Source: an optimization exercise on an open RTL-to-GDS flow (aim: small area, a short achievable clock period and few clock cycles per item). Production flows keep margins and buffers that such runs may drop. RTL that was checked went through simulation tests only; none was proved equivalent to the original. Power is estimated from default activity; no workload was simulated.

==> run a <==
// multserial
module multserial(input wire CLK,
                  input wire RST,
                  input wire MST,
                  input wire MSGN,
                  input wire [31:0] SRCA,
                  input wire [31:0] SRCB,
                  output wire [63:0] PROD,
                  output wire PRODV);
==> module benc, before the edit <==
module benc(input wire x2, input wire x1, input wire x0, output wire neg, output wire onen, output wire twon);
    wire d = x1 ^ x0;
    assign neg = x2 & ~(x1 & x0);
    assign onen = ~d;
    assign twon = d | ~(x2 ^ x1);
endmodule
export LEC_CHECK = 0
export CAP_MARGIN = 20
export CORE_MARGIN = 2
export CORE_UTILIZATION = 40
export PLACE_DENSITY = 0.7
export SLEW_MARGIN = 20
export SYNTH_HIERARCHICAL = 1
create_clock -name core_clock -period 5.0 [get_ports {CLK}]
standard.sh (not shown) runs the stock make flow with config.mk's settings and CLKGATE_MAP_FILE= SYNTH_SCRIPT=/design/flow/synth_recipe.tcl, a recipe that flattens the netlist after the stock synthesis.
==> flow/flow/run.sh <==
#!/bin/bash
set -e
export BUFFER_PORTS_ARGS="-buffer_cell sky130_fd_sc_hd__buf_2"
bash standard.sh finish > standard.log 2>&1
==> inputs of run b, as changes to run a <==
--- a/flow/design.v
+++ b/flow/design.v
@@ -1367,6 +1367,5 @@
 module benc(input wire x2, input wire x1, input wire x0, output wire neg, output wire onen, output wire twon);
-    wire d = x1 ^ x0;
     assign neg = x2 & ~(x1 & x0);
-    assign onen = ~d;
-    assign twon = d | ~(x2 ^ x1);
+    assign onen = ~(x1 ^ x0);
+    assign twon = ~((x2 & ~x1 & ~x0) | (~x2 & x1 & x0));
 endmodule
--- a/flow/config.mk
+++ b/flow/config.mk
@@ -10,3 +10,3 @@
 export CORE_UTILIZATION = 40
-export PLACE_DENSITY = 0.7
+export PLACE_DENSITY = 0.6
 export SLEW_MARGIN = 20
==> inputs of run c, as changes to run a <==
--- a/flow/design.v
+++ b/flow/design.v
@@ -1367,6 +1367,5 @@
 module benc(input wire x2, input wire x1, input wire x0, output wire neg, output wire onen, output wire twon);
-    wire d = x1 ^ x0;
     assign neg = x2 & ~(x1 & x0);
-    assign onen = ~d;
-    assign twon = d | ~(x2 ^ x1);
+    assign onen = ~(x1 ^ x0);
+    assign twon = ~((x2 & ~x1 & ~x0) | (~x2 & x1 & x0));
 endmodule
==> comparison table <==
quantity	run c	run a	run b
Multi-input logic cell count	1979	1964	1979
Result of the run	no timing/DRC/antenna violations	no timing/DRC/antenna violations	no timing/DRC/antenna violations
Power drawn by the clock network	1300 uW	1270 uW	1340 uW
Total vias in the final route	21560	21000	21310
Critical path endpoint category	primary output	flip-flop	primary output
Placeable core region	63200 um^2	62970 um^2	63200 um^2
Combined area of the multi-input logic cells	21950 um^2	21710 um^2	21960 um^2
Fmax	0.2098 GHz	0.2074 GHz	0.2078 GHz
Critical Path Slowest Stage Cell	edfxtp_1	fa_1	xor2_1
Global routing usage on met2	0.4188	0.4224	0.4219
Floorplan die width	257.1 um	256.0 um	257.1 um
Post-layout worst setup margin	0.2345 ns	0.1785 ns	0.1874 ns
Simple-Gate Fraction of Synth Area	0.04052	0.03201	0.04052
Mean instance size in the synthesized netlist	11.69 um^2	11.67 um^2	11.69 um^2
Number of iterations in the first detailed-routing pass	6	6	8
Cell total after placement	3423	3405	3445
Highest fanout seen on the critical path	3	8	6
Testbench counts of run b, summed over its fixed seeds: cycles 2,000, items 2,000.
Testbench counts of run c, summed over its fixed seeds: cycles 2,000, items 2,000.
For run a, only the layout was checked, not whether the RTL still works.


==> sierra <==
multserial, a different RTL version from the one above (not shown whole).
clock: 5.0 ns
lec_check: 0
cap_margin: 20
core_margin: 2
core_utilization: 50
place_density: 0.65
slew_margin: 20
synth_hierarchical: 1
Scripts as last shown in full above: flow/flow/run.sh
==> xenon: changes against sierra <==
==> flow/flow/run.sh (replaced) <==
#!/bin/bash
set -e
export BUFFER_PORTS_ARGS="-buffer_cell sky130_fd_sc_hd__buf_2"
export RECOVER_POWER=100
bash standard.sh finish > standard.log 2>&1
- CORE_UTILIZATION: 50 -> 40
- PLACE_DENSITY: 0.65 -> 0.6
==> qor summary <==
	sierra	xenon
Portion of total power attributed to combinational logic	79.8%	79.3%
Chip Height	232 um	259 um
Total of clock buffers placed in the layout	19	17
Multi-input logic area	22800 sq um	22700 sq um
Sum of net half-perimeters after detailed placement	78200 um	78100 um
Arrival time at the worst endpoint	5.08 ns	5.12 ns
Outcome	no timing/DRC/antenna violations	finished with violations
Reasons for failing layout checks	-	capacitance limit, slew limit
Post-Route WL	92300 um	93000 um
Net switching power figure	10.1 mW	9.91 mW
Fraction of area in registers	11.3%	11.3%
Sum of met2 wire segment lengths after detailed routing	41400 um	41100 um
Area growth from synthesis to layout	24.1%	24.0%
Final cell area excluding filler cells	32400 sq um	32400 sq um
Final worst path period share	97.0%	97.6%
Clock buf/inv share	1.82%	1.86%
Combinational gate power	17.3 mW	16.7 mW
Global-route wire length before repair	140000 um	142000 um
Static power due to leakage	12.9 nW	12.7 nW
Routed vias	22000	21700
Avg Vias per Cell	6.31	5.93
GRT met1 Usage	48.4%	39.8%
CP bufs+invs	3	2
Worst voltage drop across the vdd grid	0.810 mV	0.362 mV
Sequential fraction of design power	14.1%	14.5%
Function was not checked in any run of this note: the RTL went through the layout flow alone.


==> fjord: inputs <==
RTL: one of the versions met above, not the one the previous note started from.
## multserial
module multserial(input wire CLK,
                  input wire RST,
                  input wire MST,
                  input wire MSGN,
                  input wire [31:0] SRCA,
                  input wire [31:0] SRCB,
                  output wire [63:0] PROD,
                  output wire PRODV);
    wire [32:0] a = {MSGN & SRCA[31], SRCA};
    wire [34:0] b = {MSGN & SRCB[31], MSGN & SRCB[31], SRCB, 1'b0};   
    wire [15:0] neg, onen, twon;
    assign neg[0] = b[2];
    assign onen[0] = ~b[1];
    assign twon[0] = ~(b[2] & ~b[1]);
    benc u_benc1 (.x2(b[4]), .x1(b[3]), .x0(b[2]), .neg(neg[1]), .onen(onen[1]), .twon(twon[1]));
    benc u_benc2 (.x2(b[6]), .x1(b[5]), .x0(b[4]), .neg(neg[2]), .onen(onen[2]), .twon(twon[2]));
    benc u_benc3 (.x2(b[8]), .x1(b[7]), .x0(b[6]), .neg(neg[3]), .onen(onen[3]), .twon(twon[3]));
    benc u_benc4 (.x2(b[10]), .x1(b[9]), .x0(b[8]), .neg(neg[4]), .onen(onen[4]), .twon(twon[4]));
    benc u_benc5 (.x2(b[12]), .x1(b[11]), .x0(b[10]), .neg(neg[5]), .onen(onen[5]), .twon(twon[5]));
    benc u_benc6 (.x2(b[14]), .x1(b[13]), .x0(b[12]), .neg(neg[6]), .onen(onen[6]), .twon(twon[6]));
  ...
==> flow/config.mk <==
export PLATFORM = sky130hd
export DESIGN_NAME = multserial
export DESIGN_NICKNAME = multserial
export VERILOG_FILES = /design/flow/design.v
export SDC_FILE = /design/flow/constraint.sdc
export NUM_CORES = 4
export LEC_CHECK = 0
export CAP_MARGIN = 20
export CORE_MARGIN = 2
export CORE_UTILIZATION = 40
export GPL_ROUTABILITY_DRIVEN = 0
export PLACE_DENSITY = 0.7
export SLEW_MARGIN = 20
export SYNTH_HIERARCHICAL = 1
==> flow/constraint.sdc <==
create_clock -name core_clock -period 5.0 [get_ports {CLK}]
set_input_delay 1.0000 -clock core_clock [delete_from_list [all_inputs] [get_ports {CLK}]]
set_output_delay 1.0000 -clock core_clock [all_outputs]
set_load 0.01 [all_outputs]
==> flow/flow/run.sh <==
#!/bin/bash
set -e
export BUFFER_PORTS_ARGS="-buffer_cell sky130_fd_sc_hd__buf_2"
bash standard.sh finish > standard.log 2>&1
==> inputs of indigo, as changes to fjord <==
Settings changed: GPL_ROUTABILITY_DRIVEN 0 to not set, PLACE_DENSITY 0.7 to 0.8.
==> results.json <==
{
  "outcome": "no timing/DRC/antenna violations",
  "max_stage_delay_ps": 520,
  "switching_share": 0.471,
  "whs_ps": 511,
  "max_slew.worst_pin.slew_ps": 859,
  "ir_drop_mv": 0.358,
  "areaGrowthSynthToFinish_pct": 21.2,
  "pg_seq_mw": 2.97,
  "power_density_nw_per_um2": 660,
  "drive_gt1_frac": 0.210,
  "stdcell_area_sq_um": 31100,
  "cp_num_cells": 11,
  "seq_share": 0.118
}
# the run above: indigo

==> results.json <==
{
  "seq_share": 0.118,
  "power_density_nw_per_um2": 661,
  "stdcell_area_sq_um": 30800,
  "switching_share": 0.464,
  "reg_top3": "s_q x64, c_q x56",
  "drt_iter0_drc": 3334,
  "synth_top_family_by_area": "adder cells",
  "whs_ps": 483,
  "drive_gt1_frac": 0.206,
  "p_comb_mw": 16.1,
  "pg_seq_mw": 2.96,
  "cts_made_buffers": 17,
  "period_needed_ps": 4790,
  "ir_drop_mv": 0.444,
  "grt-ovfl-total": 0,
  "outcome": "no timing/DRC/antenna violations"
}
# the run above: fjord

Testbench counts of fjord, summed over its fixed seeds: cycles 2,000, items 2,000.
Testbench counts of indigo, summed over its fixed seeds: cycles 2,000, items 2,000.

-- separate check: timing with driven ports --
No port has a modelled driver above. Below, the same layouts with a new extraction and two added sets of constraints. Step 1 (the two cells are an assumption about what drives the block):
set clk [get_ports {CLK}]
set_driving_cell -lib_cell sky130_fd_sc_hd__clkbuf_16 $clk
set_driving_cell -lib_cell sky130_fd_sc_hd__buf_2 [delete_from_list [all_inputs] $clk]
Step 2 adds t to the input delays and takes it off the output delays; t is the mean of the earliest and latest rising clock arrival at the registers after step 1. Input paths then give back, and output paths get back, about the clock's delay inside the block. Three values: ideal ports, drivers, drivers and shift; two values: the first two.
| run | t, ns | setup slack, ns | hold WS [ns] | worst data-port slew with drivers (ns) | pins driven straight from the clock port |
|---|---|---|---|---|---|
| run a | 0.552 | 0.178 / 0.137 / -0.335 | 0.481 / 0.481 / 0.481 | 0.07 | 1 |
| run b | 0.546 | 0.187 / 0.127 / -0.268 | 0.483 / 0.483 / 0.483 | 0.05 | 1 |
| run c | 0.550 | 0.235 / 0.177 / -0.236 | 0.481 / 0.481 / 0.481 | 0.06 | 1 |
| sierra | 0.559 | 0.151 / 0.191 / -0.369 | 0.480 / 0.480 / 0.480 | 0.06 | 1 |
| xenon | 0.557 | 0.119 / 0.135 / -0.396 | 0.471 / 0.471 / 0.471 | 0.06 | 1 |
| fjord | 0.546 | 0.207 / 0.233 / -0.313 | 0.483 / 0.483 / 0.483 | 0.08 | 1 |
| indigo | 0.519 | 0.293 / 0.257 / -0.211 | 0.511 / 0.511 / 0.511 | 0.13 | 1 |
